Source: an optimization exercise on an open RTL-to-GDS flow (aim: small area). Production flows keep margins and buffers that such runs may drop.
The RTL was checked by simulation tests, not by an equivalence proof against the original design.
Power figures rest on the tool's default switching activity, not on a simulated workload.

==> trial 41 <==
==> flow/design.v (excerpt) <==
module main(
    input  clk,
    input  reset_n,
    input  [3:0] usr_btn,
    input [3:0] usr_sw,
    output [11:0] player_x,
    output [11:0] player_y,
    output [11:0] computer_x,
    output [11:0] computer_y,
    output [11:0] ball_x,
    output [11:0] ball_y,
    output reg [2:0] player_score,
    output reg [2:0] computer_score,
    output reg [1:0] state
    );
==> flow/config.mk <==
export PLATFORM = sky130hd
export DESIGN_NAME = main
export DESIGN_NICKNAME = main
export VERILOG_FILES = /design/flow/design.v
export SDC_FILE = /design/flow/constraint.sdc
export NUM_CORES = 4
export LEC_CHECK = 0
export CAP_MARGIN = 20
export CORE_MARGIN = 2
export CORE_UTILIZATION = 85
export CTS_BUF_LIST = sky130_fd_sc_hd__clkbuf_8
export CTS_CLUSTER_DIAMETER = 50
export CTS_CLUSTER_SIZE = 16
export SLEW_MARGIN = 20
==> flow/constraint.sdc <==
create_clock -name core_clock -period 10.0 [get_ports {clk}]
set_input_delay 2.0000 -clock core_clock [delete_from_list [all_inputs] [get_ports {clk}]]
set_output_delay 2.0000 -clock core_clock [all_outputs]
set_load 0.01 [all_outputs]
standard.sh (not shown) runs the stock make flow with config.mk's settings and CLKGATE_MAP_FILE= SYNTH_SCRIPT=/design/flow/synth_recipe.tcl, a recipe that flattens the netlist after the stock synthesis.
==> flow/flow/run.sh <==
#!/bin/bash
# Layout flow: the standard ORFS flow (standard.sh) with these changes:
#  - synthesis maps the logic with an area-oriented ABC script (flow/abc_area.script);
#    everything before ABC, and so every register, is as in the standard synthesis
#  - the port buffers that placement adds are the smallest buffer, buf_1
#  - clock tree synthesis inserts no dummy loads (clock buffers, clustering as in config.mk)
set -euo pipefail
here=$(pwd)
rm -rf "$here/scripts"
cp -r "$FLOW_HOME/scripts" "$here/scripts"
cp "$here/flow/abc_area.script" "$here/scripts/abc_area.script"
export SCRIPTS_DIR="$here/scripts"
export ABC_AREA=1
export BUFFER_PORTS_ARGS="-buffer_cell sky130_fd_sc_hd__buf_1"
export CTS_ARGS="-sink_clustering_enable -repair_clock_nets -dont_use_dummy_load -sink_clustering_size 16 -sink_clustering_max_diameter 50 -buf_list sky130_fd_sc_hd__clkbuf_8"
bash standard.sh > "$here/standard.log" 2>&1
==> flow/flow/abc_area.script <==
strash
&get -n
&deepsyn -T 60
&put
dch -f
amap
topo
stime -c
==> trial 25: changes against trial 41 <==
- CORE_UTILIZATION: 85 -> 75
- CTS_CLUSTER_SIZE: 16 -> 25
==> notes <==
- Of trial 41 and trial 25, trial 25 has the higher register-to-register slack (gap 0.08 ns).
- Count of clock-buffer cells in the layout: trial 25 is higher than trial 41 (2).
- Utilization: trial 25 is lower than trial 41 (9.9 points).
- Against trial 25, the wire length of trial 41 is larger by about 10%.
==> figures <==
Register share of total power: trial 25 51.4%; trial 41 51.3%
Final worst-path setup slack: trial 25 0.488 ns; trial 41 0.408 ns
Number of core rows: trial 25 52; trial 41 49
Result of the run: trial 25 timing/DRC/antenna clean; trial 41 timing/DRC/antenna clean
Via density per instance: trial 25 5.58; trial 41 6.04
Repair and plain buffers: trial 25 83; trial 41 80
Global-route wire length before repair: trial 25 48000 um; trial 41 52400 um
Final Wtd Congestion: trial 25 0.845; trial 41 0.868
Fraction of the cycle the final worst path needs: trial 25 95.1%; trial 41 95.9%
Non-filler instance count after layout: trial 25 1774; trial 41 1728

---

==> run X: inputs <==
main, a different RTL version from the one above (not shown whole).
clock: 10.0 ns
lec_check: 0
cap_margin: 20
core_margin: 2
core_utilization: 70
cts_buf_list: sky130_fd_sc_hd__clkbuf_4
cts_cluster_diameter: 35
cts_cluster_size: 10
slew_margin: 20
==> flow/flow/run.sh <==
#!/bin/bash
# Layout flow: the standard ORFS flow (standard.sh) with these changes:
#  - synthesis leaves the adders to ABC (no separate full/half-adder cell mapping) and
#    maps the logic with an area-oriented ABC script (flow/abc_area.script); only the
#    combinational mapping differs from the standard synthesis, so every register is as there
#  - the port buffers that placement adds are the smallest buffer, buf_1
#  - clock tree synthesis inserts no dummy loads (clock buffers, clustering as in config.mk)
#  - the constant outputs share one tie cell instead of one tie cell each
set -euo pipefail
here=$(pwd)
rm -rf "$here/scripts"
cp -r "$FLOW_HOME/scripts" "$here/scripts"
cp "$here/flow/abc_area.script" "$here/scripts/abc_area.script"
export SCRIPTS_DIR="$here/scripts"
export ABC_AREA=1
export ADDER_MAP_FILE=
export BUFFER_PORTS_ARGS="-buffer_cell sky130_fd_sc_hd__buf_1"
export SKIP_REPAIR_TIE_FANOUT=1
export CTS_ARGS="-sink_clustering_enable -repair_clock_nets -dont_use_dummy_load -sink_clustering_size 10 -sink_clustering_max_diameter 35 -buf_list sky130_fd_sc_hd__clkbuf_4"
bash standard.sh > "$here/standard.log" 2>&1
==> flow/flow/abc_area.script <==
strash
&get -n
&deepsyn -T 180
&put
dch -f
amap
topo
stime -c
==> run M: changes against run X <==
--- a/flow/design.v
+++ b/flow/design.v
@@ -1,14 +1,12 @@
 `timescale 1ns / 1ps
-module debounce(input clk, input reset_n, input btn_input, output btn_pressed);
-reg [8:0] counter;  
-wire at_period = counter[8] & counter[7] & counter[6] & counter[5] & counter[3];
-assign btn_pressed = at_period & ~counter[0];
-wire done = at_period & counter[0];
+module debounce(input clk, input reset_n, input btn_input, output btn_output);
+reg [8:0] counter;
+assign btn_output = counter[8] & counter[7] & counter[6] & counter[5] & counter[3];
 wire [9:0] carry;
 wire [8:0] inc;
-assign carry[0] = ~done;
+assign carry[0] = ~btn_output;  
 genvar i;
 generate for (i = 0; i < 9; i = i + 1) begin : g_inc
   assign inc[i] = counter[i] ^ carry[i];
   assign carry[i + 1] = counter[i] & carry[i];
 end endgenerate
@@ -54,16 +52,17 @@
 reg  [14:0] hpos;
 reg  [19:1] vpos;
 reg  [19:1] speed;
 reg  [26:0] speed_clk;
 reg  face, facev;
-wire btn_pressed;  
+reg  prev_btn_level;
+wire btn_level, btn_pressed;
 debounce btn_db(
   .clk(clk),
   .reset_n(reset_n),
   .btn_input(usr_btn[1]),
-  .btn_pressed(btn_pressed)
+  .btn_output(btn_level)
 );
 wire [6:0] xo = hpos[14:8];
 wire [8:0] xi = {xo[6] & xo[5], ~(xo[6] & xo[5]), xo[6] ^ xo[5], ~xo[5], xo[4:0]};
 wire [9:0] yi = vpos[19:10];
 assign x = {3'b000, xi};
@@ -91,10 +90,17 @@
   if (~reset_n || game_state == 1)
     vpos <= {10'd177, 9'd0};
   else
     vpos <= vsum[18:0];
 end
+always @(posedge clk) begin
+  if (~reset_n)
+    prev_btn_level <= 0;
+  else
+    prev_btn_level <= btn_level;
+end
+assign btn_pressed = btn_level & ~prev_btn_level;
 wire clk_due = |speed_clk[26:12] | (speed_clk[11] & |speed_clk[10:0]);  
 wire jump = btn_pressed && at_floor;
 wire slow_down = ~jump & facev & clk_due;                  
 wire speed_up  = ~jump & ~facev & above_floor & clk_due;   
 wire sc_clear  = ~reset_n | slow_down | speed_up;
@@ -249,82 +255,86 @@
         ult = 1'b0;
         for (i = 0; i < 32; i = i + 1)
             ult = (~a[i] & b[i]) | (~(a[i] ^ b[i]) & ult);
     end
 endfunction
-reg [15:0] px;
-reg [15:0] py;
+reg [18:0] px;
+reg [19:0] py;
 reg [18:0] vy;
 reg vx1, vx4;           
 reg x_dir, y_dir;
 reg clk_cnt;            
 reg [12:0] smash_cnt;   
-wire [11:0] X = {3'd0, px[15:7]};
-wire [11:0] Y = {4'd0, py[15:8]};
+reg start;              
+wire [11:0] X = px[18:7];
+wire [11:0] Y = py[19:8];
 assign Ball_X = X;
 assign Ball_Y = Y;
 wire check_cnt_max = clk_cnt;
-wire smash_top = smash_cnt[12] & smash_cnt[9] & smash_cnt[8] & smash_cnt[7] & smash_cnt[3];
-wire check_smash_cnt_max = smash_top & (smash_cnt[1] | smash_cnt[0]);  
-wire smash_idle = (smash_cnt == 0) | (smash_top & smash_cnt[1]);        
+wire check_smash_cnt_max = smash_cnt[12] & smash_cnt[9] & smash_cnt[8] & smash_cnt[7] & smash_cnt[3];
 wire [32:0] spx = add({22'd0, X[8:0]}, ~{23'd0, Player_X[8:0]}, 1'b1);
 wire [32:0] snx = add({24'd0, X[7:0]}, ~{25'd0, NPC_X[6:0]}, 1'b1);
-wire [32:0] spy = add({24'd0, Y[7:0]}, ~{22'd0, Player_Y[9:0]}, 1'b1);
-wire [32:0] sny = add({24'd0, Y[7:0]}, ~{22'd0, NPC_Y[9:0]}, 1'b1);
+wire [32:0] spy = add({21'd0, Y[10:0]}, ~{22'd0, Player_Y[9:0]}, 1'b1);
+wire [32:0] sny = add({21'd0, Y[10:0]}, ~{22'd0, NPC_Y[9:0]}, 1'b1);
 wire [9:0]  opx = {~spx[9], spx[8:0]};    
 wire [8:0]  onx = {~snx[8], snx[7:0]};    
-wire [10:0] opy = {~spy[10], spy[9:0]};  
-wire [10:0] ony = {~sny[10], sny[9:0]};
-wire nx_ok = ~X[8];
-wire player_collison = ~ult(opx, 512 - 30) && ult(opx, 512 + 40) &&
-                       ~ult(opy, 1024 - 30) && ult(opy, 1024 + 43);
+wire [11:0] opy = {~spy[11], spy[10:0]};  
+wire [11:0] ony = {~sny[11], sny[10:0]};
+wire px_ok = (X[11:9] == 0);
+wire nx_ok = (X[11:8] == 0);
+wire y_ok  = ~Y[11];
+wire player_collison = px_ok && y_ok &&
+                       ~ult(opx, 512 - 30) && ult(opx, 512 + 40) &&
+                       ~ult(opy, 2048 - 30) && ult(opy, 2048 + 43);
 wire player_left_e   = ult(opx, 512 - 6);
 wire player_center_e = ~ult(opx, 512 - 7) && ult(opx, 512 + 19);
 wire player_right_e  = ~ult(opx, 512 + 18);
-wire player_top_e    = ult(opy, 1024 - 8);
-wire NPC_collison = nx_ok &&
+wire player_top_e    = ult(opy, 2048 - 8);
+wire NPC_collison = nx_ok && y_ok &&
                     ~ult(onx, 256 - 25) && ult(onx, 256 + 35) &&
-                    ~ult(ony, 1024 - 30) && ult(ony, 1024 + 43);
+                    ~ult(ony, 2048 - 30) && ult(ony, 2048 + 43);
 wire NPC_left_e   = ult(onx, 256 - 6);
 wire NPC_center_e = ~ult(onx, 256 - 7) && ult(onx, 256 + 19);
 wire NPC_right_e  = ~ult(onx, 256 + 18);
-wire NPC_top_e    = ult(ony, 1024 - 8);
+wire NPC_top_e    = ult(ony, 2048 - 8);
 wire net_x            = ~ult(X, 130) && ult(X, 167);
-wire net_collison     = net_x && ~ult(Y, 120);
+wire net_collison     = net_x && ~ult(Y, 120) && ult(Y, 4066);
 wire net_collison_top = net_x && (Y == 12'd120);
 wire player_on_ground = ult(Player_Y, 178);
 wire NPC_on_ground    = ult(NPC_Y, 178);
 wire [7:0] step_y = vy[18:11];
 wire play = reset_n && game_state == 2'b10;
-wire [32:0] ysum = add({16'd0, py}, (y_dir ? {24'd0, step_y} : ~{24'd0, step_y}) & {32{check_cnt_max}}, ~y_dir & check_cnt_max);
+wire [32:0] ysum = add({12'd0, py}, (y_dir ? {24'd0, step_y} : ~{24'd0, step_y}) & {32{check_cnt_max}}, ~y_dir & check_cnt_max);
 wire y_floor = check_cnt_max & ~y_dir & ~ysum[32];  
-wire [32:0] xsum = add({16'd0, px}, {{29{~x_dir}}, vx4 ^ ~x_dir, ~x_dir, vx1 ^ ~x_dir} & {32{check_cnt_max}}, ~x_dir & check_cnt_max);
+wire [32:0] xsum = add({13'd0, px}, {{29{~x_dir}}, vx4 ^ ~x_dir, ~x_dir, vx1 ^ ~x_dir} & {32{check_cnt_max}}, ~x_dir & check_cnt_max);
 wire vy_nz = |vy;
 wire [32:0] vsum = add({13'd0, vy}, {32{~y_dir & vy_nz}}, y_dir);
 always @(posedge clk) begin
     if (~reset_n) clk_cnt <= 0;
     else clk_cnt <= ~clk_cnt;
 end
-wire [32:0] smash_inc = add({19'd0, smash_cnt}, 32'd0, 1'b1);
-wire smash_hit = (player_collison && smash) || (NPC_collison && smash1);
+wire [32:0] smash_inc = add({19'd0, smash_cnt}, 32'd0, ~check_smash_cnt_max);  
 always @(posedge clk) begin
     if (~reset_n) begin
         smash_cnt <= 0;
-    end else if (smash_idle) begin
-        smash_cnt <= {12'd0, smash_hit};
-    end else begin
+        start <= 0;
+    end else if (start) begin
         smash_cnt <= smash_inc[12:0];
+        start <= ~check_smash_cnt_max;
+    end else begin
+        start <= ((player_collison && smash) || (NPC_collison && smash1));
+        smash_cnt <= 0;
     end
 end
 always @(posedge clk) begin
     if (!play) begin
-        px <= {(who_win ? NPC_X[8:0] : Player_X[8:0]), 7'd0};
+        px <= {(who_win ? NPC_X : Player_X), 7'd0};
         x_dir <= 1;
         vx1 <= 0;
         vx4 <= 0;
     end else begin
-        px <= xsum[15:0];
+        px <= xsum[18:0];
         if (X == 12'b0) x_dir <= 1;
         else if (X == 12'd290) x_dir <= 0;
         else if (net_collison && X == 12'd130) x_dir <= 0;
         else if (net_collison && X == 12'd166) x_dir <= 1;
         else if (player_collison && smash) begin
@@ -346,14 +356,14 @@
         end
     end
 end
 always @(posedge clk) begin
     if (!play) begin
-        py <= {8'd30, 8'd0};
+        py <= {12'd30, 8'd0};
         y_dir <= 1;
     end else begin
-        py <= y_floor ? 16'd0 : ysum[15:0];
+        py <= y_floor ? 20'd0 : ysum[19:0];
         if (Y == 0 || step_y == 0) y_dir <= 1;
         else if (((player_collison && player_on_ground) || (NPC_collison && NPC_on_ground)) && smash) y_dir <= 1;
         else if (Y == 12'd190) y_dir <= 0;
         else if ((player_collison && player_top_e) || (NPC_collison && NPC_top_e) || net_collison_top) y_dir <= 0;
     end
==> flow/flow/run.sh (replaced) <==
#!/bin/bash
# Layout flow: the standard ORFS flow (standard.sh) with two changes:
#  - synthesis maps the logic with an area-oriented ABC script (flow/abc_area.script);
#    everything before ABC, and so every register, is as in the standard synthesis
#  - the port buffers that placement adds are the smallest buffer, buf_1
set -euo pipefail
here=$(pwd)
rm -rf "$here/scripts"
cp -r "$FLOW_HOME/scripts" "$here/scripts"
cp "$here/flow/abc_area.script" "$here/scripts/abc_area.script"
export SCRIPTS_DIR="$here/scripts"
export ABC_AREA=1
export BUFFER_PORTS_ARGS="-buffer_cell sky130_fd_sc_hd__buf_1"
bash standard.sh > "$here/standard.log" 2>&1
==> flow/flow/abc_area.script (replaced) <==
strash
&get -n
&deepsyn -T 60
&put
dch -f
amap
topo
stime -c
- CORE_UTILIZATION: 70 -> 75
- CTS_BUF_LIST: sky130_fd_sc_hd__clkbuf_4 -> sky130_fd_sc_hd__clkbuf_8
- CTS_CLUSTER_DIAMETER: 35 -> 50
- CTS_CLUSTER_SIZE: 10 -> 25
==> run R: changes against run X <==
--- a/flow/design.v
+++ b/flow/design.v
@@ -1,14 +1,12 @@
 `timescale 1ns / 1ps
-module debounce(input clk, input reset_n, input btn_input, output btn_pressed);
-reg [8:0] counter;  
-wire at_period = counter[8] & counter[7] & counter[6] & counter[5] & counter[3];
-assign btn_pressed = at_period & ~counter[0];
-wire done = at_period & counter[0];
+module debounce(input clk, input reset_n, input btn_input, output btn_output);
+reg [8:0] counter;
+assign btn_output = counter[8] & counter[7] & counter[6] & counter[5] & counter[3];
 wire [9:0] carry;
 wire [8:0] inc;
-assign carry[0] = ~done;
+assign carry[0] = ~btn_output;  
 genvar i;
 generate for (i = 0; i < 9; i = i + 1) begin : g_inc
   assign inc[i] = counter[i] ^ carry[i];
   assign carry[i + 1] = counter[i] & carry[i];
 end endgenerate
@@ -54,16 +52,17 @@
 reg  [14:0] hpos;
 reg  [19:1] vpos;
 reg  [19:1] speed;
 reg  [26:0] speed_clk;
 reg  face, facev;
-wire btn_pressed;  
+reg  prev_btn_level;
+wire btn_level, btn_pressed;
 debounce btn_db(
   .clk(clk),
   .reset_n(reset_n),
   .btn_input(usr_btn[1]),
-  .btn_pressed(btn_pressed)
+  .btn_output(btn_level)
 );
 wire [6:0] xo = hpos[14:8];
 wire [8:0] xi = {xo[6] & xo[5], ~(xo[6] & xo[5]), xo[6] ^ xo[5], ~xo[5], xo[4:0]};
 wire [9:0] yi = vpos[19:10];
 assign x = {3'b000, xi};
@@ -91,10 +90,17 @@
   if (~reset_n || game_state == 1)
     vpos <= {10'd177, 9'd0};
   else
     vpos <= vsum[18:0];
 end
+always @(posedge clk) begin
+  if (~reset_n)
+    prev_btn_level <= 0;
+  else
+    prev_btn_level <= btn_level;
+end
+assign btn_pressed = btn_level & ~prev_btn_level;
 wire clk_due = |speed_clk[26:12] | (speed_clk[11] & |speed_clk[10:0]);  
 wire jump = btn_pressed && at_floor;
 wire slow_down = ~jump & facev & clk_due;                  
 wire speed_up  = ~jump & ~facev & above_floor & clk_due;   
 wire sc_clear  = ~reset_n | slow_down | speed_up;
@@ -256,18 +262,17 @@
 reg [18:0] vy;
 reg vx1, vx4;           
 reg x_dir, y_dir;
 reg clk_cnt;            
 reg [12:0] smash_cnt;   
+reg start;              
 wire [11:0] X = {3'd0, px[15:7]};
 wire [11:0] Y = {4'd0, py[15:8]};
 assign Ball_X = X;
 assign Ball_Y = Y;
 wire check_cnt_max = clk_cnt;
-wire smash_top = smash_cnt[12] & smash_cnt[9] & smash_cnt[8] & smash_cnt[7] & smash_cnt[3];
-wire check_smash_cnt_max = smash_top & (smash_cnt[1] | smash_cnt[0]);  
-wire smash_idle = (smash_cnt == 0) | (smash_top & smash_cnt[1]);        
+wire check_smash_cnt_max = smash_cnt[12] & smash_cnt[9] & smash_cnt[8] & smash_cnt[7] & smash_cnt[3];
 wire [32:0] spx = add({22'd0, X[8:0]}, ~{23'd0, Player_X[8:0]}, 1'b1);
 wire [32:0] snx = add({24'd0, X[7:0]}, ~{25'd0, NPC_X[6:0]}, 1'b1);
 wire [32:0] spy = add({24'd0, Y[7:0]}, ~{22'd0, Player_Y[9:0]}, 1'b1);
 wire [32:0] sny = add({24'd0, Y[7:0]}, ~{22'd0, NPC_Y[9:0]}, 1'b1);
 wire [9:0]  opx = {~spx[9], spx[8:0]};    
@@ -302,19 +307,21 @@
 wire [32:0] vsum = add({13'd0, vy}, {32{~y_dir & vy_nz}}, y_dir);
 always @(posedge clk) begin
     if (~reset_n) clk_cnt <= 0;
     else clk_cnt <= ~clk_cnt;
 end
-wire [32:0] smash_inc = add({19'd0, smash_cnt}, 32'd0, 1'b1);
-wire smash_hit = (player_collison && smash) || (NPC_collison && smash1);
+wire [32:0] smash_inc = add({19'd0, smash_cnt}, 32'd0, ~check_smash_cnt_max);  
 always @(posedge clk) begin
     if (~reset_n) begin
         smash_cnt <= 0;
-    end else if (smash_idle) begin
-        smash_cnt <= {12'd0, smash_hit};
-    end else begin
+        start <= 0;
+    end else if (start) begin
         smash_cnt <= smash_inc[12:0];
+        start <= ~check_smash_cnt_max;
+    end else begin
+        start <= ((player_collison && smash) || (NPC_collison && smash1));
+        smash_cnt <= 0;
     end
 end
 always @(posedge clk) begin
     if (!play) begin
         px <= {(who_win ? NPC_X[8:0] : Player_X[8:0]), 7'd0};
==> flow/flow/run.sh (replaced) <==
#!/bin/bash
# Layout flow: the standard ORFS flow (standard.sh) with these changes:
#  - synthesis maps the logic with an area-oriented ABC script (flow/abc_area.script);
#    everything before ABC, and so every register, is as in the standard synthesis
#  - the port buffers that placement adds are the smallest buffer, buf_1
#  - clock tree synthesis inserts no dummy loads (clock buffers, clustering as in config.mk)
set -euo pipefail
here=$(pwd)
rm -rf "$here/scripts"
cp -r "$FLOW_HOME/scripts" "$here/scripts"
cp "$here/flow/abc_area.script" "$here/scripts/abc_area.script"
export SCRIPTS_DIR="$here/scripts"
export ABC_AREA=1
export BUFFER_PORTS_ARGS="-buffer_cell sky130_fd_sc_hd__buf_1"
export CTS_ARGS="-sink_clustering_enable -repair_clock_nets -dont_use_dummy_load -sink_clustering_size 10 -sink_clustering_max_diameter 35 -buf_list sky130_fd_sc_hd__clkbuf_4"
bash standard.sh > "$here/standard.log" 2>&1
==> flow/flow/abc_area.script (replaced) <==
strash
&get -n
&deepsyn -T 60
&put
dch -f
amap
topo
stime -c
- CORE_UTILIZATION: 70 -> 85
- CTS_BUF_LIST: sky130_fd_sc_hd__clkbuf_4 -> sky130_fd_sc_hd__clkbuf_8
- CTS_CLUSTER_DIAMETER: 35 -> 50
- CTS_CLUSTER_SIZE: 10 -> 16
==> comparison table <==
Syn Std Cell Area: run M 15900 µm²; run R 15500 µm²; run X 14500 µm²
Detailed-route via count: run M 10400; run R 10500; run X 14000
Register-to-Register Setup Slack: run M 0.54 ns; run R 0.34 ns; run X 2.73 ns
Top fanout value on the critical path: run M 5; run R 2; run X 15
Post-detailed-routing wire length: run M 29500 µm; run R 31300 µm; run X 33600 µm
DR pass1 iterations: run M 5; run R 5; run X 6
Placed cells: run M 1785; run R 1702; run X 2283
Run status: run M timing/DRC/antenna clean; run R timing/DRC/antenna clean; run X timing/DRC/antenna clean
Number of synthesized register bits: run M 295; run R 288; run X 286
M2 GR Usage: run M 47.9%; run R 57.8%; run X 51.7%
Proportion of cell area occupied by multi-input gates: run M 53.4%; run R 55.0%; run X 49.7%
Reg-to-reg critical path endpoint: run M npcs.hpos[14]; run R npcs.hpos[14]; run X players.vpos[19]
Met2 WL post-DR: run M 14600 µm; run R 15400 µm; run X 15500 µm
Layout clock buffers: run M 31; run R 42; run X 46
Minimum setup slack after placement: run M 0.565 ns; run R 0.438 ns; run X 2.81 ns
Register area share after synthesis: run M 37.1%; run R 37.2%; run X 39.6%
Sink Count: run M 295; run R 288; run X 286

-- what the ideal ports hide --
The flow's constraints put no driver on any port. The routed layouts listed below were extracted and timed again, unchanged, in two steps. Step 1 assumes that a clkbuf_16 drives the clock port and a buf_2 every other input. Step 2, shift: input delay + t, output delay - t, t = (earliest + latest rising clock arrival at the registers) / 2. This alone moves slack from input paths to output paths. Three values: ideal, step 1, step 2; two values: the first two.
run	t (ns)	setup slack, ns	clock arrival spread, ns
trial 41	0.602	0.408 / 0.408 / 0.408	0.046 / 0.046
trial 25	0.599	0.488 / 0.488 / 0.488	0.034 / 0.034
run X	0.679	2.727 / 2.727 / 2.727	0.060 / 0.059
run M	0.647	0.542 / 0.542 / 0.542	0.027 / 0.027
run R	0.681	0.339 / 0.339 / 0.339	0.080 / 0.080
After both steps setup and hold are still met in every run listed.
